This is an optimization exercise on Yosys and OpenROAD, whose aim is small area, not a production implementation.
RTL that was checked went through simulation tests only; none was proved equivalent to the original.
For runs 1 and 5, only the layout was checked, not whether the RTL still works.
Power is estimated from default activity; no workload was simulated.

<file path="design.v">
module pong_main
#(
  parameter SCR_W = 1280,
  parameter SCR_H = 720,
  parameter SIM = 1'b0
)
(
  input  wire        CLK,
  input  wire        RST,
  input  wire [10:0] H_CNT,
  input  wire [10:0] V_CNT,
  input  wire        EncA_QA,
  input  wire        EncA_QB,
  input  wire        EncB_QA,
  input  wire        EncB_QB,
  output wire [7:0]  RED,
  output wire [7:0]  GREEN,
  output wire [7:0]  BLUE,
  output wire [3:0]  LED
);
  function [11:0] add11;             
    input [10:0] a, b;
    integer i;
    reg c;
    begin
      c = 1'b0;
      for (i = 0; i < 11; i = i + 1) begin
        add11[i] = a[i] ^ b[i] ^ c;
        c = (a[i] & b[i]) | ((a[i] ^ b[i]) & c);
      end
      add11[11] = c;
    end
  endfunction
  function [10:0] addk11;            
    input [10:0] a;
    input        en, dn;
    integer i;
    reg c, k;
    begin
      c = 1'b0;
      for (i = 0; i < 11; i = i + 1) begin
        k = (i == 0) ? en : (en & dn);
        addk11[i] = a[i] ^ k ^ c;
        c = (a[i] & k) | ((a[i] ^ k) & c);
      end
    end
  endfunction
  function [8:0] addk9;              
    input [8:0] a;
    input       en, dn;
    integer i;
    reg c;
    reg [8:0] k;
    begin
      k = {{6{en & dn}}, en & ~dn, en & dn, en};
      c = 1'b0;
      for (i = 0; i < 9; i = i + 1) begin
        addk9[i] = a[i] ^ k[i] ^ c;
        c = (a[i] & k[i]) | ((a[i] ^ k[i]) & c);
      end
    end
  endfunction
  function [14:0] inc15;
    input [14:0] a;
    integer i;
    reg c;
    begin
      c = 1'b1;
      for (i = 0; i < 15; i = i + 1) begin
        inc15[i] = a[i] ^ c;
        c = c & a[i];
      end
    end
  endfunction
  function [5:0] inc6;
    input [5:0] a;
    integer i;
    reg c;
    begin
      c = 1'b1;
      for (i = 0; i < 6; i = i + 1) begin
        inc6[i] = a[i] ^ c;
        c = c & a[i];
      end
    end
  endfunction
  function gec12;                    
    input [11:0] x, k;
    integer i;
    reg ge;
    begin
      ge = 1'b1;
      for (i = 0; i < 12; i = i + 1)
        ge = k[i] ? (x[i] & ge) : (x[i] | ge);
      gec12 = ge;
    end
  endfunction
  localparam [3:0] START = 4'd0, RLM = 4'd1, LRM = 4'd2, LRUL = 4'd3,
                   LRUR = 4'd4, LRL = 4'd5, TBR = 4'd6, BTR = 4'd7,
                   RLL = 4'd8, BTL = 4'd9;
  reg [14:0] hb;           
  reg [10:0] bhn;          
  reg [8:0]  tl, tr;       
  reg        apre, bpre;
  reg [3:0]  seg;
  reg [5:0]  u;            
  wire [10:0] bh = ~bhn;
  wire mv    = u[5];
  wire start = (seg == START);
  reg        cm, cinv;
  reg [10:0] A;
  always @(*) begin
    case (seg)
      LRUL:    begin cm = 1'b1; cinv = 1'b1; A = 11'd1668; end   
      LRUR:    begin cm = 1'b1; cinv = 1'b1; A = 11'd423;  end   
      RLL:     begin cm = 1'b1; cinv = 1'b1; A = 11'd423;  end   
      BTR:     begin cm = 1'b1; cinv = 1'b1; A = 11'd966;  end   
      LRL:     begin cm = 1'b1; cinv = 1'b0; A = 11'd1707; end   
      TBR:     begin cm = 1'b1; cinv = 1'b0; A = 11'd359;  end   
      BTL:     begin cm = 1'b1; cinv = 1'b0; A = 11'd202;  end   
      default: begin cm = 1'b0; cinv = 1'b0; A = 11'd1687; end   
    endcase
  end
  wire [10:0] bvx = {11{cm}} & (bhn ^ {11{cinv}});
  wire [11:0] bvs = add11(A, bvx);
  wire [10:0] bvn = bvs[10:0];
  wire [11:0] sh = add11(H_CNT, bhn);
  wire [11:0] sv = add11(V_CNT, bvn);
  wire in_h = gec12(sh, 12'd2040) & ~gec12(sh, 12'd2055);
  wire in_v = gec12(sv, 12'd2040) & ~gec12(sv, 12'd2055);
  wire ball = in_h & in_v & (bhn[10:3] != 8'hFF) & (bvn[10:3] != 8'hFF);
  wire top  = (V_CNT == 11'd0) | (V_CNT == 11'd719);
  wire [8:0]  tpn = H_CNT[10] ? ~tr : ~tl;
  wire [11:0] sp  = add11(V_CNT, {2'b00, tpn});
  wire pcol = (H_CNT == 11'd3) | (H_CNT == 11'd11) | (H_CNT == 11'd1272) | (H_CNT == 11'd1280);
  wire pad  = pcol & gec12(sp, 12'd511) & ~gec12(sp, 12'd692);
  wire white = ball | top;
  assign RED   = {8{white | pad}};
  assign GREEN = {8{white}};
  assign BLUE  = {8{white}};
  always @(posedge CLK or posedge RST)
    if (RST) hb <= 15'd0;
    else     hb <= inc15(hb);
  assign LED = hb[14:11];
  wire a_fall = apre & ~EncA_QA;
  wire b_fall = bpre & ~EncB_QA;
  wire tl_max = tl[8] & tl[7] & tl[6];                 
  wire tl_min = ~tl[8] & ~tl[7] & ~tl[5] & ~tl[0];     
  wire tr_max = tr[8] & tr[7] & tr[6];
  wire tr_min = ~tr[8] & ~tr[7] & ~tr[5] & ~tr[0];
  wire a_en = a_fall & ~(EncA_QB ? tl_min : tl_max);
  wire b_en = b_fall & ~(EncB_QB ? tr_min : tr_max);
  always @(posedge CLK or posedge RST)
    if (RST) begin
      apre <= 1'b0;
      bpre <= 1'b0;
      tl   <= 9'd270;
      tr   <= 9'd270;
    end else begin
      apre <= EncA_QA;
      bpre <= EncB_QA;
      tl   <= addk9(tl, a_en, EncA_QB);
      tr   <= addk9(tr, b_en, EncB_QB);
    end
  wire l_top = gec12({3'd0, tl}, 12'd271) & ~gec12({3'd0, tl}, 12'd361);
  wire l_bot = gec12({3'd0, tl}, 12'd180) & ~gec12({3'd0, tl}, 12'd270);
  wire l_mid = (tl == 9'd270);
  wire r_top = gec12({3'd0, tr}, 12'd271) & ~gec12({3'd0, tr}, 12'd361);
  wire r_bot = gec12({3'd0, tr}, 12'd180) & ~gec12({3'd0, tr}, 12'd270);
  reg       go_start, stay;
  reg [3:0] nseg;
  always @(*) begin
    go_start = 1'b0;
    stay     = 1'b0;
    nseg     = seg;
    case (seg)
      RLM:  if (bh == 11'd0) go_start = 1'b1;
            else if (bh == 11'd19) begin
              if (l_bot)      nseg = LRL;
              else if (l_top) nseg = LRUL;
              else if (l_mid) nseg = LRM;
            end
      LRM:  if (bh == 11'd1271) go_start = 1'b1;
            else if (bh == 11'd1264) begin
              if (r_top)      nseg = LRUR;
              else if (r_bot) nseg = RLL;
            end
      LRUL: if (bh == 11'd369) nseg = TBR;
      LRL:  if (bh == 11'd370) nseg = BTR;
      RLL:  if (bh == 11'd913) nseg = BTL;
      BTL:  if (bh == 11'd8) go_start = 1'b1;
      TBR:  if (bh == 11'd1272) go_start = 1'b1;
            else stay = 1'b1;
      default:                        
            if (bh == 11'd1272) go_start = 1'b1;
    endcase
  end
  wire step  = ~start & ~mv & (u[4:0] == 5'd31);
  wire left  = (seg == RLM) | (seg == RLL) | (seg == BTL);
  wire h_en  = step | (mv & stay);
  wire [10:0] bhn_step = addk11(bhn, h_en, ~left);
  always @(posedge CLK or posedge RST)
    if (RST) begin
      seg <= START;
      u   <= 6'd0;
      bhn <= ~11'd640;
    end else begin
      bhn <= (mv & go_start) ? ~11'd640 : bhn_step;
      if (start)
        seg <= RLM;
      else if (mv) begin
        if (go_start) begin
          seg <= START;
          u   <= 6'd0;
        end else if (!stay) begin
          seg <= nseg;
          u   <= 6'd0;
        end
      end else
        u <= inc6(u);
    end
endmodule
</file>
<file path="run.sh">
#!/bin/bash
# synth_recipe.tcl (not shown) runs the flow's synth.tcl, then flattens the netlist and writes it again
# the make line also repeats each setting of config.mk as NAME=value (left out here)
make -C /OpenROAD-flow-scripts/flow DESIGN_CONFIG=/design/flow/config.mk WORK_HOME=/design/flow/orfs CLKGATE_MAP_FILE= SYNTH_SCRIPT=/design/flow/synth_recipe.tcl finish
</file>
<file path="config.mk">
export PLATFORM = sky130hd
export DESIGN_NAME = pong_main
export DESIGN_NICKNAME = pong_main
export VERILOG_FILES = /design/flow/design.v
export SDC_FILE = /design/flow/constraint.sdc
export NUM_CORES = 4
export LEC_CHECK = 0
export CAP_MARGIN = 20
export CORE_MARGIN = 2
export CORE_UTILIZATION = 40
export SLEW_MARGIN = 20
</file>
<file path="constraint.sdc">
create_clock -name core_clock -period 10.0 [get_ports {CLK}]
set_input_delay 2.0000 -clock core_clock [delete_from_list [all_inputs] [get_ports {CLK}]]
set_output_delay 2.0000 -clock core_clock [all_outputs]
set_load 0.01 [all_outputs]
</file>
==> flow_summary_export.csv, run 1 <==
group,metric,value,unit
clocking,tritoncts,"done",
clocking,cts.htree.levels,2,
synth,synth.top_cells.by_count,"67 x inv_1, 60 x fa_1, 39 x dfrtp_1",
cells_and_area,drive_gt1_share,16.76,%
timing,period_minus_slack,9.655,ns
detailed_routing,first_iter_violations,206,
worst_setup_path,worst-setup-path-type,"input port to primary output",
timing,timing.final.ws_setup,0.3452,ns
detailed_routing,drcViolationCount,0,
worst_setup_path,worstPathMaxFanout,8,
run_status,status,"complete, no violations",
worst_setup_path,r2r_setup_slack,4.68,ns
timing,drv_slew,0,
hold_path,hp-start,"hb[0]",
grt,grt_max_degree,57,
synth,syn-instance-count,492,
placement,dpl_worst_slack,-0.1567,ns
grt,grtUsageMet3,2.854,%
synth,yosysMostFrequentCell,"inv_1",
detailed_routing,antenna_left,0,
synth,synthesis.area,0.005079,mm²
timing,fin_crit_sh,96.55,%
worst_setup_path,worst-r2r-cell-count,20,
synth,synth_edf_count,0,
grt,grt.overflow.total,0,
timing,fin_skew,0.006850,ns
floorplanning,coreArea,0.01252,mm²
placement,postPlaceCellArea,0.005778,mm²
clocking,cts_buffer_depth,2,
timing,rsz0062_at_grt,"false",
worst_setup_path,critPathRequiredTime,8.00,ns
placement,gp_congestion,0.8388,
synth,muxShareOfSynthArea,1.971,%
worst_setup_path,r2r-end,"bhn[10]",
cells_and_area,diodes,0,
synth,yosys.area_share.adder,30.06,%
synth,synth_seq_cells,56,
placement,dp.cells,703,
grt,top_usage_layer,"met2",
placement,hpwl,9211,µm
grt,grt_util_met2,29.75,%
synth,avgSynthCellArea,10.32,µm²
synth,synth_area_leader_cell,"fa_1",
detailed_routing,dr.pass1.iters,5,
floorplanning,rows,41,
grt,grt_pass1_wl,19040,µm
timing,fmax,103.6,MHz
hold_path,hold_depth,1,
power_and_ir_drop,powerDensity,135.3,mW/mm²
floorplanning,initial_utilization,40.57,%
synth,synth_compound_area_share,10.67,%
timing,maxSlewHeadroom,51.57,%
synth,ys.flop_type,"dfrtp_1",
hold_path,hold_path.class,"register to register",
power_and_ir_drop,ir_drop,0.00007530,V
synth,synth_warnings,1,
detailed_routing,dr_total_vias,3839,
cells_and_area,area_delta_synth_final,17.34,%
synth,yosys.cell_types.count,69,
floorplanning,io_pins,56,
synth,synth_top_family_by_area,"adder cells",
floorplanning,die-area,0.01361,mm²
cells_and_area,layout.nets,656,
cells_and_area,n_fill_cell,1194,
detailed_routing,wl_per_cell,16.02,µm
hold_path,min_delay_worst_endpoint,"hb[0]",
floorplanning,die-width,116.7,µm
floorplanning,die-height,116.7,µm
synth,async_flop_share,100.0,%
synth,syn-num-nets,606,
power_and_ir_drop,leakage,0.002733,µW
detailed_routing,via_per_inst,5.369,
worst_setup_path,r2r-start,"bhn[4]",
timing,hold_viol_final,0,
synth,ys_seq_area_share,28.01,%
clocking,cts_buffers,5,
synth,synthSimpleGateAreaFrac,16.01,%
cells_and_area,stdcell_area,0.005959,mm²
synth,synthTopCellsByArea,"fa_1 24%, dfrtp_1 19%, dfstp_2 8.8%",
timing,worst_slew_pin_slew,0.7264,ns
grt,met1_usage,25.18,%
job,maxCapViolCount,0,
worst_setup_path,cp-start-kind,"input port",
timing,setup_viol,0,
clocking,cts.sinks,56,
grt,antenna_found_initial,0,
cells_and_area,post-route-util,47.61,%
detailed_routing,wl,11460,µm
grt,grtUsageTotal,18.02,%
grt,grt_pass1_vias,3828,
placement,portBuffers,55,
cells_and_area,fin_cells,715,
clocking,cts-root-buf,"clkbuf_16",
synth,yosysTopAreaCellShare,23.65,%
clocking,clkLatencyLatePin,0.29,ns
worst_setup_path,worstPathArrival,7.65,ns
power_and_ir_drop,power,806.5,µW
clocking,clkTransAtPathRegs,0.07,ns
worst_setup_path,cp-end-kind,"primary output",
synth,synth_xor_area_share,3.277,%
through the flow:
step                hold slack (ns)  setup TNS, ns
finish                       0.4223              0
global route                 0.4349              0
CTS                          0.4288              0
detailed placement           0.4181         -2.134
global placement             0.4131        -0.1499
floorplan                    0.4006              0
worst max-delay path, stage by stage:
cell             delay, ns
clkdlybuf4s50_1       0.51
ha_2                  0.19
fa_1                  0.19
fa_1                  0.18
inv_1                 0.05
fa_1                  0.37
fa_1                  0.39
fa_1                  0.39
fa_1                  0.39
fa_1                  0.39
fa_1                  0.40
fa_2                  0.36
fa_1                  0.55
nand4b_1              0.10
a311oi_1              0.20
nand2_1               0.07
o21ai_0               0.08
o211ai_1              0.16
o21ai_4               0.17
buf_4                 0.13
buf_4                 0.09
nand2b_4              0.14
clkbuf_2              0.14
layout make-up:
class | instances | area (µm²) | area share, %
multi-input cells | 329 | 3211 | 53.87
well taps | 172 | 215.2 | 3.611
inverters | 68 | 255.2 | 4.283
clock inverters | 2 | 10.01 | 0.1680
flip-flops and latches | 56 | 1423 | 23.87
clock buffers | 6 | 138.9 | 2.330
repair buffers | 82 | 706.9 | 11.86
state kept, by name, indices dropped and copies added, names as in the netlist:
register  cells
tl            9
bpre          1
bhn          11
hb           15
seg           4
tr            9
apre          1
u             6
kinds of logic after synthesis:
| kind of cell | after synthesis |
|---|---|
| mux | 10 |
| compound gates | 74 |
| fa+ha+maj | 86 |
| xor+xnor | 19 |
| simple gates | 140 |
| flops | 56 |
| buf+inv | 107 |
report_power, final:
part	internal [µW]	switching [µW]	leakage [µW]
registers	280	78.9	0.000657
clock network	98.9	77.1	0.0000766
logic	128	144	0.00200
cell usage in the layout (no fill, tap or decap), types with 3 or more instances in the layout:
master / n
fa_1: 56
inv_1: 66
o21ai_0: 12
a311oi_1: 3
dlygate4sd2_1: 5
nor3_1: 8
buf_4: 27
nor2b_1: 4
clkbuf_2: 9
nor4bb_1: 4
o211a_1: 4
nand2_1: 30
mux2i_1: 10
ha_1: 25
and3_1: 3
a21oi_1: 12
o211ai_1: 6
nand4_1: 12
dfrtp_1: 39
clkbuf_16: 5
nand3_1: 8
or2_2: 8
a22o_1: 5
xor2_1: 7
a31oi_1: 6
dfstp_2: 17
xnor2_1: 12
nand4b_1: 4
fa_2: 4
clkdlybuf4s50_1: 31
clkdlybuf4s15_1: 8
nor2_1: 24
nor4_1: 11
metal layers:
layer  vias to the layer above  part of all wire [%]
met2                       150                    48
met3                        13                   6.9
li1                       1774                     -
met5                         -                     0
met1                      1902                    44
met4                         0                   1.2
how the worst max path moves through the flow:
stage	cells past startpoint	to	slack, ns	startpoint
finish	23	RED[1]	0.35	H_CNT[0]
floorplan	29	RED[1]	0.03	seg[2]
detailed placement	25	RED[1]	-0.16	seg[2]
global route	23	RED[5]	0.01	H_CNT[0]
CTS	25	GREEN[2]	0.0008	seg[2]
global placement	21	RED[7]	-0.02	V_CNT[0]
repair_timing:
item / CTS / global route
pin swaps: 3 / 5
resized for setup: 30 / 32
setup endpoints to repair: 24 / 24
buffers inserted: 2 / 2
hold buffers: 0 / 0
==> run 2, diff against run 1 <==
--- a/design.v
+++ b/design.v
@@ -62,4 +62,5 @@
   endfunction
-  function [14:0] inc15;
-    input [14:0] a;
+  function [3:0] addk4;              
+    input [3:0] a;
+    input       en;
     integer i;
@@ -67,17 +68,5 @@
     begin
-      c = 1'b1;
-      for (i = 0; i < 15; i = i + 1) begin
-        inc15[i] = a[i] ^ c;
-        c = c & a[i];
-      end
-    end
-  endfunction
-  function [5:0] inc6;
-    input [5:0] a;
-    integer i;
-    reg c;
-    begin
-      c = 1'b1;
-      for (i = 0; i < 6; i = i + 1) begin
-        inc6[i] = a[i] ^ c;
+      c = en;
+      for (i = 0; i < 4; i = i + 1) begin
+        addk4[i] = a[i] ^ c;
         c = c & a[i];
@@ -100,3 +89,4 @@
                    RLL = 4'd8, BTL = 4'd9;
-  reg [14:0] hb;           
+  reg [10:0] lf;           
+  reg [3:0]  hb;           
   reg [10:0] bhn;          
@@ -105,5 +95,5 @@
   reg [3:0]  seg;
-  reg [5:0]  u;            
+  reg [4:0]  u;            
+  reg        mv;           
   wire [10:0] bh = ~bhn;
-  wire mv    = u[5];
   wire start = (seg == START);
@@ -140,6 +130,13 @@
   assign BLUE  = {8{white}};
+  wire lf_z    = (lf[9:0] == 10'd0);
+  wire lf_wrap = lf[10] & lf_z;
   always @(posedge CLK or posedge RST)
-    if (RST) hb <= 15'd0;
-    else     hb <= inc15(hb);
-  assign LED = hb[14:11];
+    if (RST) begin
+      lf <= 11'd0;
+      hb <= 4'd0;
+    end else begin
+      lf <= {lf[9:0], lf[10] ^ lf[8] ^ lf_z};
+      hb <= addk4(hb, lf_wrap);
+    end
+  assign LED = hb;
   wire a_fall = apre & ~EncA_QA;
@@ -197,3 +194,4 @@
   end
-  wire step  = ~start & ~mv & (u[4:0] == 5'd31);
+  wire u_z   = (u[3:0] == 4'd0);
+  wire step  = ~start & ~mv & u[4] & u_z;
   wire left  = (seg == RLM) | (seg == RLL) | (seg == BTL);
@@ -204,3 +202,4 @@
       seg <= START;
-      u   <= 6'd0;
+      u   <= 5'd0;
+      mv  <= 1'b0;
       bhn <= ~11'd640;
@@ -213,9 +212,11 @@
           seg <= START;
-          u   <= 6'd0;
+          mv  <= 1'b0;
         end else if (!stay) begin
           seg <= nseg;
-          u   <= 6'd0;
+          mv  <= 1'b0;
         end
-      end else
-        u <= inc6(u);
+      end else begin
+        u  <= {u[3:0], u[4] ^ u[2] ^ u_z};
+        mv <= step;
+      end
     end
==> flow_summary_export.csv, run 2 <==
group,metric,value,unit
run_status,status,"complete, no violations",
placement,portBuffers,55,
worst_setup_path,crit_top_cell,"fa_1",
synth,yosys.area_share.adder,26.96,%
synth,syn-instance-count,497,
cells_and_area,post-route-util,49.01,%
timing,fin_crit_sh,97.99,%
cells_and_area,drive_gt1_share,13.26,%
power_and_ir_drop,power.switching,309.5,µW
grt,grt_max_degree,57,
power_and_ir_drop,power.internal,503.5,µW
job,maxCapViolCount,0,
clocking,cts_buffers,5,
worst_setup_path,worstPathMaxFanout,5,
detailed_routing,first_iter_violations,323,
floorplanning,rows,40,
floorplanning,die-area,0.01344,mm²
clocking,cts.sinks,56,
synth,synthTopCellsByArea,"fa_1 24%, dfrtp_1 19%, dfstp_2 8.9%",
cells_and_area,n_fill_cell,1144,
grt,grt_pass1_wl,19750,µm
worst_setup_path,max_stage_delay,0.55,ns
synth,synth.top_cells.by_count,"61 x inv_1, 60 x fa_1, 39 x dfrtp_1",
cells_and_area,area_delta_synth_final,18.42,%
timing,fin_skew,0.006719,ns
timing,worst_slew_pin_slew,0.8496,ns
floorplanning,die-width,115.9,µm
worst_setup_path,cp_slowest_cell,"clkdlybuf4s50_1",
detailed_routing,wl_per_cell,16.12,µm
cells_and_area,fin_cells,711,
synth,async_flop_share,100.0,%
grt,grt.overflow.total,0,
power_and_ir_drop,leakage,0.002800,µW
hold_path,hold_depth,0,
synth,synth_seq_cells,56,
floorplanning,die-height,115.9,µm
synth,avgSynthCellArea,10.09,µm²
power_and_ir_drop,clkPwrFrac,21.9,%
synth,synth_edf_count,0,
detailed_routing,via_per_inst,5.374,
clocking,clkTransAtPathRegs,0.07,ns
synth,syn-num-nets,597,
power_and_ir_drop,combPwrFrac,34.2,%
synth,synth_xor_area_share,3.669,%
power_and_ir_drop,powerDensity,137.0,mW/mm²
synth,synth_area_leader_cell,"fa_1",
detailed_routing,wl,11460,µm
grt,grt_pass1_vias,4004,
worst_setup_path,worst-setup-path-type,"input port to primary output",
placement,dp.cells,699,
worst_setup_path,cp-start-kind,"input port",
floorplanning,io_pins,56,
cells_and_area,top_regs,"bhn (11), lf (11)",
floorplanning,initial_utilization,41.38,%
detailed_routing,antenna_left,0,
floorplanning,coreArea,0.01211,mm²
detailed_routing,dr.pass1.iters,4,
synth,muxShareOfSynthArea,2.921,%
worst_setup_path,worst-r2r-cell-count,18,
grt,grtUsageTotal,18.61,%
synth,ys_seq_area_share,28.38,%
synth,synthSimpleGateAreaFrac,18.00,%
timing,setup_viol,0,
power_and_ir_drop,ir_drop,0.00008613,V
worst_setup_path,cp-end-kind,"primary output",
cells_and_area,layout.nets,642,
synth,synth_warnings,1,
synth,synth_top_family_by_area,"adder cells",
hold_path,hold_path.class,"register to register",
worst_setup_path,worstPathCellList,"clkdlybuf4s50_1 -> ha_1 -> fa_1 -> fa_1 -> inv_1 -> fa_1 -> fa_1 -> fa_1 -> fa_1 -> fa_1 -> fa_1 -> fa_1 -> fa_1 -> nand4b_1 -> a311o_1 -> a21oi_1 -> o2111ai_2 -> nand3_2 -> clkdlybuf4s50_1",
placement,gp_congestion,0.8534,
synth,yosys.cell_types.count,67,
synth,yosysMostFrequentCell,"inv_1",
timing,hold_viol_final,0,
timing,maxSlewHeadroom,42.76,%
clocking,cts_buffer_depth,2,
clocking,tritoncts,"done",
clocking,hold_buffers,0,
cells_and_area,diodes,0,
synth,yosysTopAreaCellShare,23.96,%
synth,synth_compound_area_share,10.73,%
power_and_ir_drop,swShare,38.07,%
grt,antenna_found_initial,1,
timing,fmax,102.0,MHz
worst_setup_path,worstPathArrival,7.80,ns
timing,period_minus_slack,9.799,ns
clocking,cts.htree.levels,2,
clocking,cts-root-buf,"clkbuf_16",
detailed_routing,dr_total_vias,3821,
detailed_routing,drcViolationCount,0,
cells_and_area,mostFrequentLayoutCells,"60 x inv_1, 60 x fa_1, 36 x dfrtp_1",
synth,synthesis.area,0.005012,mm²
timing,drv_slew,0,
placement,hpwl,9094,µm
clocking,clkLatencyLatePin,0.30,ns
power_and_ir_drop,pwr-share-seq,44.0,%
worst_setup_path,critPathRequiredTime,8.00,ns
synth,ys.flop_type,"dfrtp_1",
-- run 2: routing by layer --
metal | global-route usage, % | up-vias | share of wire, %
met5 | 0 | - | 0
met2 | 30.21 | 107 | 47
met4 | 6.508 | 0 | 1.6
li1 | - | 1782 | -
met1 | 25.38 | 1920 | 46
met3 | 3.138 | 12 | 5.9
-- run 2: layout make-up --
class | count | area, µm² | area share (%)
sequential | 56 | 1426 | 24.03
tap | 168 | 210.2 | 3.541
clock inverter | 2 | 16.27 | 0.2740
multi-input combinational | 344 | 3153 | 53.12
clock buffer | 6 | 128.9 | 2.171
timing repair buffer | 73 | 768.2 | 12.94
inverter | 62 | 232.7 | 3.921
-- run 2: repair_timing --
| item | in CTS | in global routing |
|---|---|---|
| endpoints found under the setup margin | 8 | 24 |
| buffers inserted | 0 | 4 |
| pin swaps | 0 | 3 |
| resized for setup | 1 | 32 |
-- run 2: critical path, delay by kind of cell --
kind / cells / cell delay (ns)
AOI/OAI and AO/OA: 3 / 0.67
buffers and inverters: 3 / 1.11
and+or+nand+nor: 2 / 0.33
adders and majority gates: 11 / 3.66
-- run 2: cells by family after synthesis --
kind of cell	count (synthesis)
AND/OR/NAND/NOR	161
buffers and inverters	97
AO/OA/AOI/OAI	76
adder cells (fa/ha/maj)	72
flip-flops	56
XOR/XNOR	21
multiplexers	14
-- run 2: power groups by stage --
stage | Combinational, µW | Sequential [µW] | Clock [µW]
6_report | 278 | 357 | 178
3_3_place_gp | 263 | 360 | 0
4_1_cts | 280 | 358 | 183
3_5_place_dp | 279 | 361 | 0
2_1_floorplan | 207 | 334 | 0
5_1_grt | 323 | 369 | 190
-- run 2: path summary, 6_finish.rpt --
path | start | end | slack, ns
max | H_CNT[0] | RED[0] | 0.20
min | lf[0] | lf[1] | 0.38
max reg2reg | bhn[4] | bhn[10] | 4.10
min reg2reg | lf[0] | lf[1] | 0.38
max in group asynchronous | RST | seg[1] | 7.28
min in group asynchronous | RST | lf[6] | 2.20
-- run 2: stage by stage --
stage               area, µm²  hold WS (ns)  power [µW]  setup slack (ns)  TNS [ns]
CTS                      5806        0.3807       820.9          0.009419         0
floorplan                5012        0.3540       540.6            0.6442         0
global route             5936        0.3911       882.3          -0.03153  -0.06156
finish                   5936        0.3829       813.0            0.2006         0
detailed placement       5655        0.3669       639.6          -0.05614   -0.3868
global placement         5655        0.3631       623.3           0.01743         0
==> run 3, diff against run 2 <==
--- a/config.mk
+++ b/config.mk
@@ -10,2 +10,5 @@
 export CORE_UTILIZATION = 40
+export CTS_BUF_LIST = sky130_fd_sc_hd__clkbuf_4 sky130_fd_sc_hd__clkbuf_8
+export CTS_CLUSTER_DIAMETER = 100
+export CTS_CLUSTER_SIZE = 16
 export SLEW_MARGIN = 20
==> flow_summary_export.csv, run 3 <==
group,metric,value,unit
floorplanning,die-width,115.9,µm
timing,fin_skew,0.009542,ns
cells_and_area,post-route-util,48.74,%
detailed_routing,dr.pass1.iters,5,
worst_setup_path,worstPathMaxFanout,5,
clocking,clkTransAtPathRegs,0.10,ns
floorplanning,rows,40,
grt,grtUsageTotal,18.66,%
clocking,cts.sinks,56,
detailed_routing,drcViolationCount,0,
power_and_ir_drop,clkPwrFrac,17.1,%
placement,gp_congestion,0.8534,
clocking,cts.htree.levels,2,
cells_and_area,area_delta_synth_final,17.77,%
cells_and_area,top_regs,"bhn (11), lf (11)",
floorplanning,io_pins,56,
clocking,hold_buffers,0,
timing,worst_slew_pin_slew,0.8846,ns
synth,async_flop_share,100.0,%
synth,syn-instance-count,497,
timing,maxSlewHeadroom,40.40,%
timing,drv_slew,0,
worst_setup_path,cp-start-kind,"input port",
worst_setup_path,startpoint,"H_CNT[0]",
timing,fin_crit_sh,98.25,%
synth,yosys.cell_types.count,67,
synth,synth_edf_count,0,
clocking,tritoncts,"done",
power_and_ir_drop,combPwrFrac,36.3,%
worst_setup_path,worst-r2r-cell-count,18,
cells_and_area,fin_cells,712,
detailed_routing,first_iter_violations,357,
cells_and_area,mostFrequentLayoutCells,"60 x inv_1, 60 x fa_1, 36 x dfrtp_1",
grt,grt_pass1_vias,4007,
worst_setup_path,worstSetupEndpoint,"RED[0]",
power_and_ir_drop,leakage,0.002789,µW
detailed_routing,antenna_left,0,
worst_setup_path,max_stage_delay,0.55,ns
timing,fmax,101.8,MHz
detailed_routing,via_per_inst,5.416,
worst_setup_path,worst-setup-path-type,"input port to primary output",
worst_setup_path,r2r-end,"bhn[10]",
cells_and_area,layout.nets,643,
grt,grt_max_degree,57,
cells_and_area,n_fill_cell,1146,
run_status,status,"complete, no violations",
hold_path,hold_path.class,"register to register",
clocking,cts_buffers,5,
cells_and_area,multiInputGateArea,0.003166,mm²
power_and_ir_drop,power.internal,463.2,µW
synth,yosysTopAreaCellShare,23.96,%
grt,grt_pass1_wl,19730,µm
timing,period_minus_slack,9.825,ns
detailed_routing,dr_total_vias,3856,
worst_setup_path,r2r-start,"bhn[4]",
power_and_ir_drop,powerDensity,130.3,mW/mm²
worst_setup_path,cp.buffers_inverters,3,
floorplanning,die-area,0.01344,mm²
synth,avgSynthCellArea,10.09,µm²
power_and_ir_drop,pwr-share-seq,46.6,%
synth,ys.flop_type,"dfrtp_1",
worst_setup_path,cp_slowest_cell,"clkdlybuf4s50_1",
timing,setup_viol,0,
synth,synth.top_cells.by_count,"61 x inv_1, 60 x fa_1, 39 x dfrtp_1",
floorplanning,initial_utilization,41.38,%
cells_and_area,regArea,0.001426,mm²
placement,portBuffers,55,
synth,synth_seq_cells,56,
worst_setup_path,r2r_setup_slack,4.09,ns
floorplanning,die-height,115.9,µm
worst_setup_path,critical-path-top-delay-family,"adder cells",
synth,syn-num-nets,597,
synth,synthesis.area,0.005012,mm²
detailed_routing,wl,11510,µm
worst_setup_path,cp-end-kind,"primary output",
job,maxCapViolCount,0,
synth,ys_seq_area_share,28.38,%
clocking,cts_buffer_depth,2,
placement,hpwl,9094,µm
detailed_routing,wl_per_cell,16.16,µm
placement,dp.cells,699,
clocking,cts-root-buf,"clkbuf_8",
worst_setup_path,worstPathArrival,7.83,ns
synth,synthTopCellsByArea,"fa_1 24%, dfrtp_1 19%, dfstp_2 8.9%",
power_and_ir_drop,ir_drop,0.00007725,V
synth,synth_area_leader_cell,"fa_1",
power_and_ir_drop,power.switching,306.1,µW
cells_and_area,drive_gt1_share,13.79,%
worst_setup_path,critical_path_depth,19,
worst_setup_path,crit_top_cell,"fa_1",
grt,antenna_found_initial,1,
worst_setup_path,critPathRequiredTime,8.00,ns
timing,hold_viol_final,0,
synth,synth_warnings,1,
grt,grt.overflow.total,0,
clocking,clkLatencyLatePin,0.33,ns
worst_setup_path,worstPathCellList,"clkdlybuf4s50_1 -> ha_1 -> fa_1 -> fa_1 -> inv_1 -> fa_1 -> fa_1 -> fa_1 -> fa_1 -> fa_1 -> fa_1 -> fa_1 -> fa_1 -> nand4b_1 -> a311o_1 -> a21oi_1 -> o2111ai_2 -> nand3_2 -> clkdlybuf4s50_1",
floorplanning,coreArea,0.01211,mm²
synth,yosysMostFrequentCell,"inv_1",
power_and_ir_drop,swShare,39.79,%
cells_and_area,diodes,0,
[run 3: cell counts after synthesis]
Identical to the previous run, type by type.
[run 3: layer usage]
metal	track usage, %	routed length [µm]	vias to the layer above
met1	25.11	5216	1931
li1	-	-	1784
met2	30.02	5353	125
met5	0	0	-
met3	3.766	705	16
met4	6.984	230	0
[run 3: per-stage QoR]
step | area (µm²) | hold WS (ns) | setup TNS, ns | total power, µW | worst slack, ns
2_1_floorplan | 5012 | 0.3540 | 0 | 540.6 | 0.6442
3_3_place_gp | 5655 | 0.3631 | 0 | 623.3 | 0.01743
3_5_place_dp | 5655 | 0.3669 | -0.3868 | 639.6 | -0.05614
4_1_cts | 5753 | 0.3884 | 0 | 774.8 | 0.009416
5_1_grt | 5903 | 0.3997 | -0.1362 | 836.8 | -0.06885
6_report | 5903 | 0.3896 | 0 | 769.3 | 0.1746
[run 3: how the worst min path moves through the flow]
stage           from     to  cells past startpoint
3_5_place_dp   lf[4]  lf[5]                      0
3_3_place_gp   lf[7]  lf[8]                      0
5_1_grt        lf[0]  lf[1]                      0
4_1_cts        lf[0]  lf[1]                      0
2_1_floorplan  lf[2]  lf[3]                      0
6_report       lf[0]  lf[1]                      0
[run 3: cell type report]
class	count	area share (%)
Multi-Input combinational cell	344	53.62
Sequential cell	56	24.16
Timing Repair Buffer	74	13.14
Inverter	62	3.942
Tap cell	168	3.561
Clock buffer	6	1.293
Clock inverter	2	0.2755
[run 3: what timing repair did]
item	in CTS	in global routing
resized for setup	1	34
buffers inserted	0	5
pin swaps	0	3
endpoints found under the setup margin	8	24
[run 3: power by group through the flow]
stage / clock network [µW] / logic, µW / registers (µW)
6_report: 132 / 279 / 358
5_1_grt: 144 / 324 / 369
3_3_place_gp: 0 / 263 / 360
2_1_floorplan: 0 / 207 / 334
3_5_place_dp: 0 / 279 / 361
4_1_cts: 137 / 280 / 358
[run 3: kinds of logic (layout without fill, tap and decap cells)]
logic type / count (synthesis) / in the layout / share of synthesized area [%]
simple gates: 161 / 161 / 18.00
buf+inv: 97 / 144 / 9.336
compound gates: 76 / 76 / 10.73
fa+ha+maj: 72 / 72 / 26.96
flops: 56 / 56 / 28.38
xor+xnor: 21 / 21 / 3.670
mux: 14 / 14 / 2.921
==> run 4, diff against run 3 <==
==> flow/run.sh (new file) <==
#!/bin/bash
set -euo pipefail
export BUFFER_PORTS_ARGS="-buffer_cell sky130_fd_sc_hd__buf_1"
bash standard.sh > standard.log 2>&1
==> standard.sh (new file) <==
#!/bin/bash
# synth_recipe.tcl (not shown) runs the flow's synth.tcl, then flattens the netlist and writes it again
# the make line also repeats each setting of config.mk as NAME=value (left out here)
make -C /OpenROAD-flow-scripts/flow DESIGN_CONFIG=/design/flow/config.mk WORK_HOME=/design/flow/orfs CLKGATE_MAP_FILE= SYNTH_SCRIPT=/design/flow/synth_recipe.tcl "${@:-finish}"
removed: run.sh
==> flow_summary_export.csv, run 4 <==
group,metric,value,unit
cells_and_area,layout.nets,631,
synth,synth.top_cells.by_count,"61 x inv_1, 60 x fa_1, 39 x dfrtp_1",
worst_setup_path,worst-setup-path-type,"register to primary output",
synth,yosysMostFrequentCell,"inv_1",
cells_and_area,n_fill_cell,1186,
grt,grtUsageTotal,17.40,%
timing,setup_viol,0,
grt,antenna_found_initial,0,
synth,yosysTopAreaCellShare,23.96,%
grt,grt_pass1_wl,18260,µm
clocking,cts.htree.levels,2,
placement,hpwl,8842,µm
detailed_routing,via_per_inst,5.371,
clocking,cts.sinks,56,
synth,yosys.cell_types.count,67,
clocking,cts_buffer_depth,2,
worst_setup_path,cp-start-kind,"register",
worst_setup_path,critPathRequiredTime,8.00,ns
cells_and_area,top_regs,"bhn (11), lf (11)",
floorplanning,die-width,115.9,µm
placement,portBuffers,55,
clocking,cts-root-buf,"clkbuf_8",
timing,fin_skew,0.004390,ns
detailed_routing,dr_total_vias,3760,
cells_and_area,stdcell_area,0.005353,mm²
placement,postPlaceCellArea,0.005246,mm²
hold_path,hold_path.class,"register to register",
floorplanning,initial_utilization,41.38,%
synth,syn-instance-count,497,
synth,synth_edf_count,0,
grt,grt.overflow.total,0,
clocking,tritoncts,"done",
worst_setup_path,r2r_setup_slack,4.07,ns
timing,period_minus_slack,9.528,ns
synth,synth_warnings,1,
timing,timing.final.ws_setup,0.4717,ns
synth,synthesis.area,0.005012,mm²
cells_and_area,mostFrequentLayoutCells,"60 x inv_1, 60 x fa_1, 55 x buf_1",
synth,ys_seq_area_share,28.38,%
clocking,cts_setup_buffers,0,
timing,drv_slew,0,
floorplanning,die-area,0.01344,mm²
placement,gp_congestion,0.9084,
timing,fmax,105.0,MHz
cells_and_area,regArea,0.001424,mm²
cells_and_area,multiInputGateArea,0.003131,mm²
run_status,status,"complete, no violations",
synth,async_flop_share,100.0,%
worst_setup_path,r2r-start,"seg[2]",
floorplanning,coreArea,0.01211,mm²
clocking,clkTransAtPathRegs,0.11,ns
synth,ys.flop_type,"dfrtp_1",
cells_and_area,drive_gt1_share,10.34,%
clocking,clkLatencyLatePin,0.32,ns
job,maxCapViolCount,0,
synth,synthTopCellsByArea,"fa_1 24%, dfrtp_1 19%, dfstp_2 8.9%",
detailed_routing,wl_per_cell,15.63,µm
detailed_routing,antenna_left,0,
floorplanning,rows,40,
cells_and_area,area_delta_synth_final,6.790,%
cells_and_area,diodes,0,
worst_setup_path,startpoint,"seg[1]",
timing,hold_viol_final,0,
power_and_ir_drop,powerDensity,141.7,mW/mm²
worst_setup_path,cp-end-kind,"primary output",
synth,avgSynthCellArea,10.09,µm²
hold_path,hp-start,"lf[1]",
grt,grt_max_degree,57,
floorplanning,io_pins,56,
power_and_ir_drop,leakage,0.002173,µW
clocking,cts_buffers,5,
timing,maxSlewHeadroom,48.77,%
timing,rsz0062_at_grt,"false",
floorplanning,die-height,115.9,µm
detailed_routing,drcViolationCount,0,
grt,grt_pass1_vias,3721,
placement,dpl_worst_slack,0.5384,ns
timing,worst_slew_pin_slew,0.7604,ns
timing,fin_crit_sh,95.28,%
detailed_routing,wl,10940,µm
synth,synth_seq_cells,56,
power_and_ir_drop,ir_drop,0.00006435,V
worst_setup_path,worstPathArrival,7.53,ns
synth,synth_area_leader_cell,"fa_1",
worst_setup_path,worstPathMaxFanout,9,
synth,syn-num-nets,597,
detailed_routing,first_iter_violations,228,
detailed_routing,dr.pass1.iters,5,
timing,tns,0,ns
## run 4: worst paths after layout
| check | end | cells past startpoint |
|---|---|---|
| worst max-delay path | RED[6] | 26 |
| worst min-delay path | lf[2] | 0 |
| worst max register to register | bhn[10] | 20 |
| worst min register to register | lf[2] | 0 |
| max in group asynchronous | seg[3] | 3 |
| min in group asynchronous | hb[3] | 3 |
## run 4: where the power goes
| part | leakage (µW) | switching, µW | total [µW] | internal (µW) |
|---|---|---|---|---|
| logic | 0.00147 | 148 | 268 | 120 |
| clock network | 0.0000463 | 81.3 | 133 | 51.6 |
| registers | 0.000654 | 77.6 | 358 | 280 |
## run 4: logic make-up (layout without fill, tap and decap cells)
family	after synthesis	in the layout	synth area share, %
and+or+nand+nor	161	161	18.00
buffers and inverters	97	132	9.336
AOI/OAI and AO/OA	76	76	10.73
adders and majority gates	72	72	26.96
DFF	56	56	28.38
xor gates and xnor gates	21	21	3.670
muxes	14	14	2.921
## run 4: repair_timing
item                                    in CTS  in global routing
endpoints found under the setup margin       0                 24
resized for setup                            0                  3
endpoints found under the hold margin        0                  0
hold buffers                                 0                  0
## run 4: stage by stage
stage / hold slack (ns) / util, % / power [µW] / cells
3_3_place_gp: 0.3604 / 43.32 / 613.7 / 692
5_1_grt: 0.4061 / 44.19 / 826.6 / 700
6_report: 0.3849 / 44.19 / 758.5 / 700
4_1_cts: 0.3907 / 44.11 / 768.2 / 700
3_5_place_dp: 0.3638 / 43.32 / 630.8 / 692
2_1_floorplan: 0.3540 / - / 540.6 / 497
## run 4: critical path, stage by stage (launching register included)
cell       delay [ns]
dfrtp_1          0.50
clkinv_1         0.28
nor2_1           0.23
a22o_1           0.26
xnor2_1          0.11
nor2_1           0.10
ha_1             0.14
inv_1            0.04
fa_1             0.37
fa_1             0.39
fa_1             0.37
inv_1            0.07
fa_1             0.16
inv_1            0.05
fa_1             0.39
fa_1             0.50
fa_1             0.43
fa_1             0.39
fa_1             0.39
fa_1             0.39
fa_1             0.51
nor4b_1          0.25
a31oi_1          0.14
a21oi_1          0.15
o2111ai_1        0.16
nand3_1          0.25
buf_1            0.18
## run 4: layout make-up
class / count / share of cell area, %
multi-input cells: 344 / 58.49
inverters: 62 / 4.348
well taps: 168 / 3.927
flip-flops and latches: 56 / 26.60
repair buffers: 62 / 4.839
clock inverters: 3 / 0.5143
clock buffers: 5 / 1.286
## run 4: per-layer routing
| layer | up-vias | routed length [µm] | GRT usage, % |
|---|---|---|---|
| li1 | 1764 | - | - |
| met1 | 1857 | 4961 | 23.81 |
| met2 | 122 | 5258 | 29.32 |
| met3 | 17 | 491 | 1.674 |
| met4 | 0 | 227 | 5.635 |
| met5 | - | 0 | 0 |
==> run 5, diff against run 4 <==
--- a/design.v
+++ b/design.v
@@ -103,25 +103,26 @@
     case (seg)
-      LRUL:    begin cm = 1'b1; cinv = 1'b1; A = 11'd1668; end   
-      LRUR:    begin cm = 1'b1; cinv = 1'b1; A = 11'd423;  end   
-      RLL:     begin cm = 1'b1; cinv = 1'b1; A = 11'd423;  end   
-      BTR:     begin cm = 1'b1; cinv = 1'b1; A = 11'd966;  end   
-      LRL:     begin cm = 1'b1; cinv = 1'b0; A = 11'd1707; end   
-      TBR:     begin cm = 1'b1; cinv = 1'b0; A = 11'd359;  end   
-      BTL:     begin cm = 1'b1; cinv = 1'b0; A = 11'd202;  end   
-      default: begin cm = 1'b0; cinv = 1'b0; A = 11'd1687; end   
+      LRUL:    begin cm = 1'b1; cinv = 1'b1; A = 11'd380;  end   
+      LRUR:    begin cm = 1'b1; cinv = 1'b1; A = 11'd1625; end   
+      RLL:     begin cm = 1'b1; cinv = 1'b1; A = 11'd1625; end   
+      BTR:     begin cm = 1'b1; cinv = 1'b1; A = 11'd1082; end   
+      LRL:     begin cm = 1'b1; cinv = 1'b0; A = 11'd341;  end   
+      TBR:     begin cm = 1'b1; cinv = 1'b0; A = 11'd1689; end   
+      BTL:     begin cm = 1'b1; cinv = 1'b0; A = 11'd1846; end   
+      default: begin cm = 1'b0; cinv = 1'b0; A = 11'd360;  end   
     endcase
   end
-  wire [10:0] bvx = {11{cm}} & (bhn ^ {11{cinv}});
+  wire [10:0] bvx = {11{cm}} & (bh ^ {11{cinv}});
   wire [11:0] bvs = add11(A, bvx);
-  wire [10:0] bvn = bvs[10:0];
-  wire [11:0] sh = add11(H_CNT, bhn);
-  wire [11:0] sv = add11(V_CNT, bvn);
-  wire in_h = gec12(sh, 12'd2040) & ~gec12(sh, 12'd2055);
-  wire in_v = gec12(sv, 12'd2040) & ~gec12(sv, 12'd2055);
+  wire [10:0] bv  = bvs[10:0];
+  wire [10:0] bvn = ~bv;
+  wire [11:0] sh = ~add11(~H_CNT, bh);
+  wire [11:0] sv = ~add11(~V_CNT, bv);
+  wire in_h = gec12(sh, 12'd2041) & ~gec12(sh, 12'd2056);
+  wire in_v = gec12(sv, 12'd2041) & ~gec12(sv, 12'd2056);
   wire ball = in_h & in_v & (bhn[10:3] != 8'hFF) & (bvn[10:3] != 8'hFF);
   wire top  = (V_CNT == 11'd0) | (V_CNT == 11'd719);
-  wire [8:0]  tpn = H_CNT[10] ? ~tr : ~tl;
-  wire [11:0] sp  = add11(V_CNT, {2'b00, tpn});
+  wire [8:0]  tp = H_CNT[10] ? tr : tl;
+  wire [11:0] sp  = ~add11(~V_CNT, {2'b00, tp});
   wire pcol = (H_CNT == 11'd3) | (H_CNT == 11'd11) | (H_CNT == 11'd1272) | (H_CNT == 11'd1280);
-  wire pad  = pcol & gec12(sp, 12'd511) & ~gec12(sp, 12'd692);
+  wire pad  = pcol & gec12(sp, 12'd2048) & ~gec12(sp, 12'd2229);
   wire white = ball | top;
==> flow/run.sh (replaced) <==
#!/bin/bash
set -euo pipefail
export BUFFER_PORTS_ARGS="-buffer_cell sky130_fd_sc_hd__buf_1"
export CTS_ARGS="-sink_clustering_enable -repair_clock_nets -dont_use_dummy_load -buf_list sky130_fd_sc_hd__clkbuf_8 -sink_clustering_size 16 -sink_clustering_max_diameter 100"
bash standard.sh > standard.log 2>&1
--- a/config.mk
+++ b/config.mk
@@ -10,5 +10,2 @@
 export CORE_UTILIZATION = 40
-export CTS_BUF_LIST = sky130_fd_sc_hd__clkbuf_4 sky130_fd_sc_hd__clkbuf_8
-export CTS_CLUSTER_DIAMETER = 100
-export CTS_CLUSTER_SIZE = 16
 export SLEW_MARGIN = 20
==> flow_summary_export.csv, run 5 <==
group,metric,value,unit
run_status,status,"complete, no violations",
floorplanning,initial_utilization,40.96,%
worst_setup_path,cp-end-kind,"primary output",
timing,maxSlewHeadroom,54.36,%
detailed_routing,dr.pass1.iters,4,
worst_setup_path,worstPathArrival,7.43,ns
timing,fin_skew,0.02002,ns
cells_and_area,layout.nets,620,
power_and_ir_drop,powerDensity,131.4,mW/mm²
placement,dpl_worst_slack,0.6085,ns
hold_path,hold_path.class,"register to register",
power_and_ir_drop,pwr-share-seq,50.9,%
floorplanning,die-height,114.7,µm
worst_setup_path,worst-setup-path-type,"register to primary output",
detailed_routing,via_per_inst,5.365,
synth,yosysMostFrequentCell,"inv_1",
power_and_ir_drop,power.internal,434.1,µW
grt,grt_max_degree,57,
synth,avgSynthCellArea,10.17,µm²
cells_and_area,n_fill_cell,1133,
floorplanning,coreArea,0.01196,mm²
clocking,cts.sinks,56,
placement,hpwl,8427,µm
worst_setup_path,worstPathMaxFanout,11,
power_and_ir_drop,swShare,36.85,%
synth,synth_seq_cells,56,
power_and_ir_drop,clkPwrFrac,16.3,%
synth,synthTopCellsByArea,"fa_1 25%, dfrtp_1 20%, dfstp_2 9.1%",
power_and_ir_drop,ir_drop,0.00007094,V
detailed_routing,drcViolationCount,0,
grt,antenna_found_initial,0,
worst_setup_path,max_stage_delay,0.54,ns
synth,synth_area_leader_cell,"fa_1",
power_and_ir_drop,combPwrFrac,32.8,%
synth,synth_edf_count,0,
worst_setup_path,cp_slowest_cell,"dfrtp_1",
timing,setup_viol,0,
cells_and_area,regArea,0.001424,mm²
power_and_ir_drop,leakage,0.002279,µW
worst_setup_path,cp-start-kind,"register",
clocking,cts_buffer_depth,2,
cells_and_area,top_regs,"bhn (11), lf (11)",
clocking,clkLatencyLatePin,0.31,ns
grt,grt_pass1_vias,3624,
timing,drv_slew,0,
synth,ys.flop_type,"dfrtp_1",
cells_and_area,multiInputGateArea,0.003020,mm²
floorplanning,rows,40,
clocking,hold_buffers,0,
power_and_ir_drop,power.switching,253.4,µW
detailed_routing,antenna_left,0,
worst_setup_path,crit_top_cell,"fa_1",
timing,fmax,106.0,MHz
timing,timing.final.ws_setup,0.5671,ns
clocking,cts.htree.levels,2,
timing,rsz0062_at_grt,"false",
synth,yosysTopAreaCellShare,24.51,%
job,maxCapViolCount,0,
cells_and_area,mostFrequentLayoutCells,"63 x inv_1, 60 x fa_1, 55 x buf_1",
cells_and_area,drive_gt1_share,11.20,%
clocking,clkTransAtPathRegs,0.10,ns
synth,syn-num-nets,582,
cells_and_area,diodes,0,
detailed_routing,wl,10420,µm
placement,portBuffers,55,
timing,hold_viol_final,0,
grt,grt.overflow.total,0,
synth,syn-instance-count,482,
timing,worst_slew_pin_slew,0.6846,ns
detailed_routing,dr_total_vias,3568,
synth,synth.top_cells.by_count,"64 x inv_1, 60 x fa_1, 39 x dfrtp_1",
detailed_routing,first_iter_violations,193,
floorplanning,die-area,0.01315,mm²
synth,yosys.cell_types.count,64,
cells_and_area,post-route-util,43.76,%
grt,grt_pass1_wl,17910,µm
timing,fin_hold_ws,0.3876,ns
cells_and_area,final_common_cell,"inv_1",
synth,async_flop_share,100.0,%
timing,period_minus_slack,9.433,ns
clocking,cts_buffers,5,
synth,synth_warnings,1,
cells_and_area,area_delta_synth_final,6.818,%
synth,synthesis.area,0.004900,mm²
detailed_routing,wl_per_cell,15.68,µm
grt,grtUsageTotal,17.18,%
floorplanning,die-width,114.7,µm
placement,gp_congestion,0.8794,
clocking,tritoncts,"done",
clocking,cts-root-buf,"clkbuf_8",
timing,tns,0,ns
synth,ys_seq_area_share,29.03,%
timing,fin_crit_sh,94.33,%
worst_setup_path,critPathRequiredTime,8.00,ns
floorplanning,io_pins,56,
run 5: critical path, delay by kind of cell (launching register included):
family	cells	cell delay, ns
flip-flops	1	0.54
buffers and inverters	5	0.46
AO/OA/AOI/OAI	6	1.02
adder cells (fa/ha/maj)	12	4.40
AND/OR/NAND/NOR	5	0.71
run 5: repair_timing:
item / in CTS / in global routing
gates resized for setup: 0 / 3
setup buffers: 0 / 2
setup endpoints to repair: 0 / 24
run 5: kinds of logic (layout without fill, tap and decap cells):
group	count (synthesis)	in the layout	synth area share [%]
buffers and inverters	100	136	9.474
XOR/XNOR	21	21	3.754
multiplexers	12	12	2.681
AO/OA/AOI/OAI	72	72	10.24
AND/OR/NAND/NOR	149	149	17.24
flip-flops	56	56	29.03
adder cells (fa/ha/maj)	72	72	27.58
run 5: metal layers:
metal  track usage [%]  part of all wire, %  up-vias
met5                 0                    0        -
met4             3.659                  1.1        0
met3             2.065                  3.8       10
met2             28.56                   47       88
met1             24.28                   48     1768
li1                  -                    -     1702
run 5: power by group through the flow:
stage / registers, µW / clock network [µW] / logic, µW
after detailed placement: 355 / 0 / 229
after floorplan: 330 / 0 / 178
after global routing: 362 / 127 / 273
after CTS: 350 / 117 / 232
after global placement: 354 / 0 / 217
final: 350 / 112 / 226
run 5: stage by stage:
stage	instances	area, µm²	total power (µW)
floorplan	482	4900	507.3
global route	665	5234	761.2
finish	665	5234	687.5
CTS	663	5210	698.6
detailed placement	658	5141	583.5
global placement	658	5141	570.8
run 5: area by class of cell:
cell class	instances	area share (%)
multi-input combinational	326	57.71
sequential	56	27.21
timing repair buffer	67	5.666
inverter	64	4.590
tap	147	3.514
clock buffer	5	1.315
run 5: final timing paths:
path                             start  slack, ns  depth (start not counted)     end
worst min-delay path             lf[0]       0.39                          0   lf[1]
min in group asynchronous          RST       1.85                          3   lf[5]
worst max register to register  seg[0]       4.35                         22  bhn[9]
max in group asynchronous          RST       7.68                          3  seg[3]
worst min register to register   lf[0]       0.39                          0   lf[1]
worst max-delay path            seg[1]       0.57                         28  RED[3]
==> run 6, diff against run 5 <==
--- a/design.v
+++ b/design.v
@@ -47,14 +47,28 @@
   endfunction
-  function [8:0] addk9;              
-    input [8:0] a;
+  function [6:0] addk7;              
+    input [6:0] a;
     input       en, dn;
     integer i;
+    reg c, k;
+    begin
+      c = 1'b0;
+      for (i = 0; i < 7; i = i + 1) begin
+        k = (i == 0) ? en : (en & dn);
+        addk7[i] = a[i] ^ k ^ c;
+        c = (a[i] & k) | ((a[i] ^ k) & c);
+      end
+    end
+  endfunction
+  function [8:0] mul5;               
+    input [6:0] a;
+    integer i;
     reg c;
-    reg [8:0] k;
-    begin
-      k = {{6{en & dn}}, en & ~dn, en & dn, en};
+    reg [8:0] x, y;
+    begin
+      x = {2'b00, a};
+      y = {a, 2'b00};
       c = 1'b0;
       for (i = 0; i < 9; i = i + 1) begin
-        addk9[i] = a[i] ^ k[i] ^ c;
-        c = (a[i] & k[i]) | ((a[i] ^ k[i]) & c);
+        mul5[i] = x[i] ^ y[i] ^ c;
+        c = (x[i] & y[i]) | ((x[i] ^ y[i]) & c);
       end
@@ -92,3 +106,3 @@
   reg [10:0] bhn;          
-  reg [8:0]  tl, tr;       
+  reg [6:0]  jl, jr;       
   reg        apre, bpre;
@@ -123,6 +137,7 @@
   wire top  = (V_CNT == 11'd0) | (V_CNT == 11'd719);
-  wire [8:0]  tp = H_CNT[10] ? tr : tl;
-  wire [11:0] sp  = ~add11(~V_CNT, {2'b00, tp});
+  wire [6:0]  jp = H_CNT[10] ? jr : jl;
+  wire [8:0]  t5 = mul5(jp);
+  wire [11:0] sp = ~add11(~V_CNT, {2'b00, t5});
   wire pcol = (H_CNT == 11'd3) | (H_CNT == 11'd11) | (H_CNT == 11'd1272) | (H_CNT == 11'd1280);
-  wire pad  = pcol & gec12(sp, 12'd2048) & ~gec12(sp, 12'd2229);
+  wire pad  = pcol & gec12(sp, 12'd2138) & ~gec12(sp, 12'd2319);
   wire white = ball | top;
@@ -144,8 +159,8 @@
   wire b_fall = bpre & ~EncB_QA;
-  wire tl_max = tl[8] & tl[7] & tl[6];                 
-  wire tl_min = ~tl[8] & ~tl[7] & ~tl[5] & ~tl[0];     
-  wire tr_max = tr[8] & tr[7] & tr[6];
-  wire tr_min = ~tr[8] & ~tr[7] & ~tr[5] & ~tr[0];
-  wire a_en = a_fall & ~(EncA_QB ? tl_min : tl_max);
-  wire b_en = b_fall & ~(EncB_QB ? tr_min : tr_max);
+  wire jl_max = jl[6] & jl[3];                        
+  wire jl_min = (jl == 7'd0);
+  wire jr_max = jr[6] & jr[3];
+  wire jr_min = (jr == 7'd0);
+  wire a_en = a_fall & ~(EncA_QB ? jl_min : jl_max);
+  wire b_en = b_fall & ~(EncB_QB ? jr_min : jr_max);
   always @(posedge CLK or posedge RST)
@@ -154,4 +169,4 @@
       bpre <= 1'b0;
-      tl   <= 9'd270;
-      tr   <= 9'd270;
+      jl   <= 7'd36;
+      jr   <= 7'd36;
     end else begin
@@ -159,10 +174,10 @@
       bpre <= EncB_QA;
-      tl   <= addk9(tl, a_en, EncA_QB);
-      tr   <= addk9(tr, b_en, EncB_QB);
-    end
-  wire l_top = gec12({3'd0, tl}, 12'd271) & ~gec12({3'd0, tl}, 12'd361);
-  wire l_bot = gec12({3'd0, tl}, 12'd180) & ~gec12({3'd0, tl}, 12'd270);
-  wire l_mid = (tl == 9'd270);
-  wire r_top = gec12({3'd0, tr}, 12'd271) & ~gec12({3'd0, tr}, 12'd361);
-  wire r_bot = gec12({3'd0, tr}, 12'd180) & ~gec12({3'd0, tr}, 12'd270);
+      jl   <= addk7(jl, a_en, EncA_QB);
+      jr   <= addk7(jr, b_en, EncB_QB);
+    end
+  wire l_top = gec12({5'd0, jl}, 12'd37) & ~gec12({5'd0, jl}, 12'd55);
+  wire l_bot = gec12({5'd0, jl}, 12'd18) & ~gec12({5'd0, jl}, 12'd36);
+  wire l_mid = (jl == 7'd36);
+  wire r_top = gec12({5'd0, jr}, 12'd37) & ~gec12({5'd0, jr}, 12'd55);
+  wire r_bot = gec12({5'd0, jr}, 12'd18) & ~gec12({5'd0, jr}, 12'd36);
   reg       go_start, stay;
==> flow_summary_export.csv, run 6 <==
group,metric,value,unit
run_status,status,"complete, no violations",
synth,synth_area_leader_cell,"fa_1",
grt,antenna_found_initial,0,
synth,synthTopCellsByArea,"fa_1 24%, dfrtp_1 20%, dfstp_2 7.0%",
detailed_routing,antenna_left,0,
floorplanning,die-width,114.8,µm
synth,ys_seq_area_share,26.83,%
power_and_ir_drop,powerDensity,166.3,mW/mm²
worst_setup_path,r2r-start,"seg[1]",
placement,portBuffers,55,
clocking,tritoncts,"done",
synth,yosysTopAreaCellShare,24.46,%
worst_setup_path,r2r-end,"bhn[10]",
detailed_routing,drcViolationCount,0,
hold_path,hold_depth,0,
cells_and_area,final_common_cell,"inv_1",
timing,maxSlewHeadroom,57.08,%
clocking,cts-root-buf,"clkbuf_8",
detailed_routing,via_per_inst,5.306,
synth,synthesis.area,0.004910,mm²
hold_path,hold_path.class,"register to register",
hold_path,min_delay_worst_endpoint,"lf[1]",
grt,grt_pass1_wl,16970,µm
detailed_routing,first_iter_violations,181,
synth,avgSynthCellArea,10.31,µm²
power_and_ir_drop,ir_drop,0.00008862,V
cells_and_area,multiInputGateArea,0.003094,mm²
worst_setup_path,worstPathMaxFanout,10,
cells_and_area,stdcell_area,0.005184,mm²
worst_setup_path,cp-end-kind,"primary output",
timing,setup_viol,0,
synth,yosys.cell_types.count,71,
placement,gp_congestion,0.8700,
floorplanning,rows,40,
synth,synth_edf_count,0,
timing,period_minus_slack,9.496,ns
synth,async_flop_share,100.0,%
timing,fin_crit_sh,94.96,%
floorplanning,die-area,0.01318,mm²
floorplanning,die-height,114.8,µm
timing,rsz0062_at_grt,"false",
synth,syn-instance-count,476,
detailed_routing,wl,10020,µm
grt,grt.overflow.total,0,
hold_path,hp-start,"lf[0]",
clocking,cts.sinks,52,
cells_and_area,regArea,0.001319,mm²
synth,synth.top_cells.by_count,"66 x inv_1, 60 x fa_1, 39 x dfrtp_1",
cells_and_area,diodes,0,
worst_setup_path,cp-start-kind,"register",
power_and_ir_drop,leakage,0.002341,µW
clocking,cts.htree.levels,2,
synth,synth_seq_cells,52,
worst_setup_path,r2r_setup_slack,4.22,ns
floorplanning,coreArea,0.01201,mm²
placement,postPlaceCellArea,0.005107,mm²
timing,hold_viol_final,0,
grt,grt_max_degree,53,
worst_setup_path,crit_top_cell,"fa_1",
clocking,clkLatencyLatePin,0.31,ns
timing,drv_slew,0,
worst_setup_path,worst-r2r-cell-count,22,
floorplanning,io_pins,56,
clocking,cts_buffer_depth,2,
job,maxCapViolCount,0,
detailed_routing,wl_per_cell,15.32,µm
timing,tns,0,ns
cells_and_area,drive_gt1_share,10.26,%
placement,hpwl,8143,µm
detailed_routing,dr_total_vias,3470,
synth,yosysMostFrequentCell,"inv_1",
cells_and_area,n_fill_cell,1153,
clocking,clkTransAtPathRegs,0.10,ns
timing,worst_slew_pin_slew,0.6439,ns
synth,ys.flop_type,"dfrtp_1",
grt,grt_pass1_vias,3398,
detailed_routing,dr.pass1.iters,4,
cells_and_area,layout.nets,611,
cells_and_area,top_regs,"bhn (11), lf (11)",
grt,grtUsageTotal,16.17,%
cells_and_area,mostFrequentLayoutCells,"65 x inv_1, 60 x fa_1, 55 x buf_1",
worst_setup_path,max_stage_delay,0.51,ns
cells_and_area,area_delta_synth_final,5.581,%
worst_setup_path,worstPathArrival,7.50,ns
timing,fin_skew,0.02463,ns
clocking,cts_buffers,5,
worst_setup_path,critPathRequiredTime,8.00,ns
floorplanning,initial_utilization,40.88,%
worst_setup_path,worst-setup-path-type,"register to primary output",
timing,fmax,105.3,MHz
synth,syn-num-nets,578,
worst_setup_path,cp_slowest_cell,"fa_1",
synth,synth_warnings,1,
## run 6: changes by cell type after synthesis, moves of 5 or more
cell	change
xor2_1	+6
a21oi_1	-7
or3_1	-8
nand2b_1	+5
mux2i_1	+5
nand2_1	-9
clkbuf_1	-6
## run 6: how the worst max path moves through the flow
stage / start / endpoint / cells after the start
floorplan: V_CNT[0] / RED[1] / 22
global placement: V_CNT[0] / RED[1] / 23
detailed placement: V_CNT[0] / RED[4] / 23
CTS: seg[3] / RED[4] / 28
global route: seg[3] / RED[5] / 28
finish: seg[3] / RED[1] / 28
## run 6: repair_timing
item                       in CTS  in global routing
setup endpoints to repair       0                 24
resized for setup               0                  3
hold buffers                    0                  0
buffers inserted                0                  0
## run 6: stage by stage
step / util, % / worst slack, ns / hold slack [ns] / power, µW / cells
5_1_grt: 43.16 / 0.02478 / 0.3957 / 957.7 / 654
4_1_cts: 43.09 / 0.3346 / 0.3918 / 876.1 / 654
3_3_place_gp: 42.52 / 0.6490 / 0.3617 / 743.9 / 649
2_1_floorplan: - / 0.0001661 / 0.3540 / 641.8 / 476
3_5_place_dp: 42.52 / 0.5334 / 0.3646 / 763.6 / 649
6_report: 43.16 / 0.5040 / 0.3865 / 862.2 / 654
## run 6: worst max-delay path: cells and delay by family, from the launching register on
family / cells / cell delay (ns)
compound gates: 4 / 0.72
xor+xnor: 1 / 0.13
fa+ha+maj: 12 / 4.41
buf+inv: 6 / 0.63
flops: 1 / 0.46
simple gates: 5 / 0.85
## run 6: cell type report
cell class	count	area share [%]
sequential	52	25.44
clock buffer	5	1.328
tap	147	3.548
multi-input combinational	320	59.69
timing repair buffer	63	5.141
inverter	67	4.852
## run 6: per-layer routing
metal | GRT usage, % | vias to the layer above | routed length [µm]
met4 | 5.703 | 0 | 238
met2 | 26.59 | 86 | 4875
li1 | - | 1655 | -
met5 | 0 | - | 0
met3 | 2.214 | 16 | 325
met1 | 22.14 | 1713 | 4580
## run 6: cells by family after synthesis
family	share of synthesized area [%]
xor gates and xnor gates	4.281
buffers and inverters	10.27
muxes	3.237
AOI/OAI and AO/OA	9.659
and+or+nand+nor	17.69
DFF	26.83
adders and majority gates	28.03
## run 6: where the power goes
group,switching (µW),total [µW],internal [µW],leakage [µW]
sequential,61.0,309,248,0.000612
clock,61.9,107,45.3,0.0000359
combinational,239,446,207,0.00169
total,362,862,500,0.00234

re-timing with driven ports:
No port has a modelled driver above. Below, the same layouts with a new extraction and two added sets of constraints. Step 1 sets driving cells, clkbuf_16 on the clock port and buf_2 on the other inputs (assumed; they add their load-dependent delay and slew). Step 2 also shifts input and output timing later by t, the mid clock arrival at the registers, as if the neighbouring blocks saw the same clock. Slacks: no drivers / after step 1 / after step 2; pairs: no drivers / after step 1.
run	t (ns)	setup WS [ns]	worst setup path at the end
run 1	0.326	0.345 / 0.315 / 0.315	input to output
run 2	0.339	0.201 / 0.172 / 0.172	input to output
run 3	0.360	0.175 / 0.146 / 0.146	input to output
run 4	0.350	0.472 / 0.440 / 0.628	input to output
run 5	0.334	0.567 / 0.537 / 0.624	input to output
run 6	0.336	0.504 / 0.469 / 0.566	input to output
After both steps every run listed still meets setup and hold. The setup slack of run 1, which loses most, moves by -0.030 ns with the drivers and by -0.030 ns with both steps.
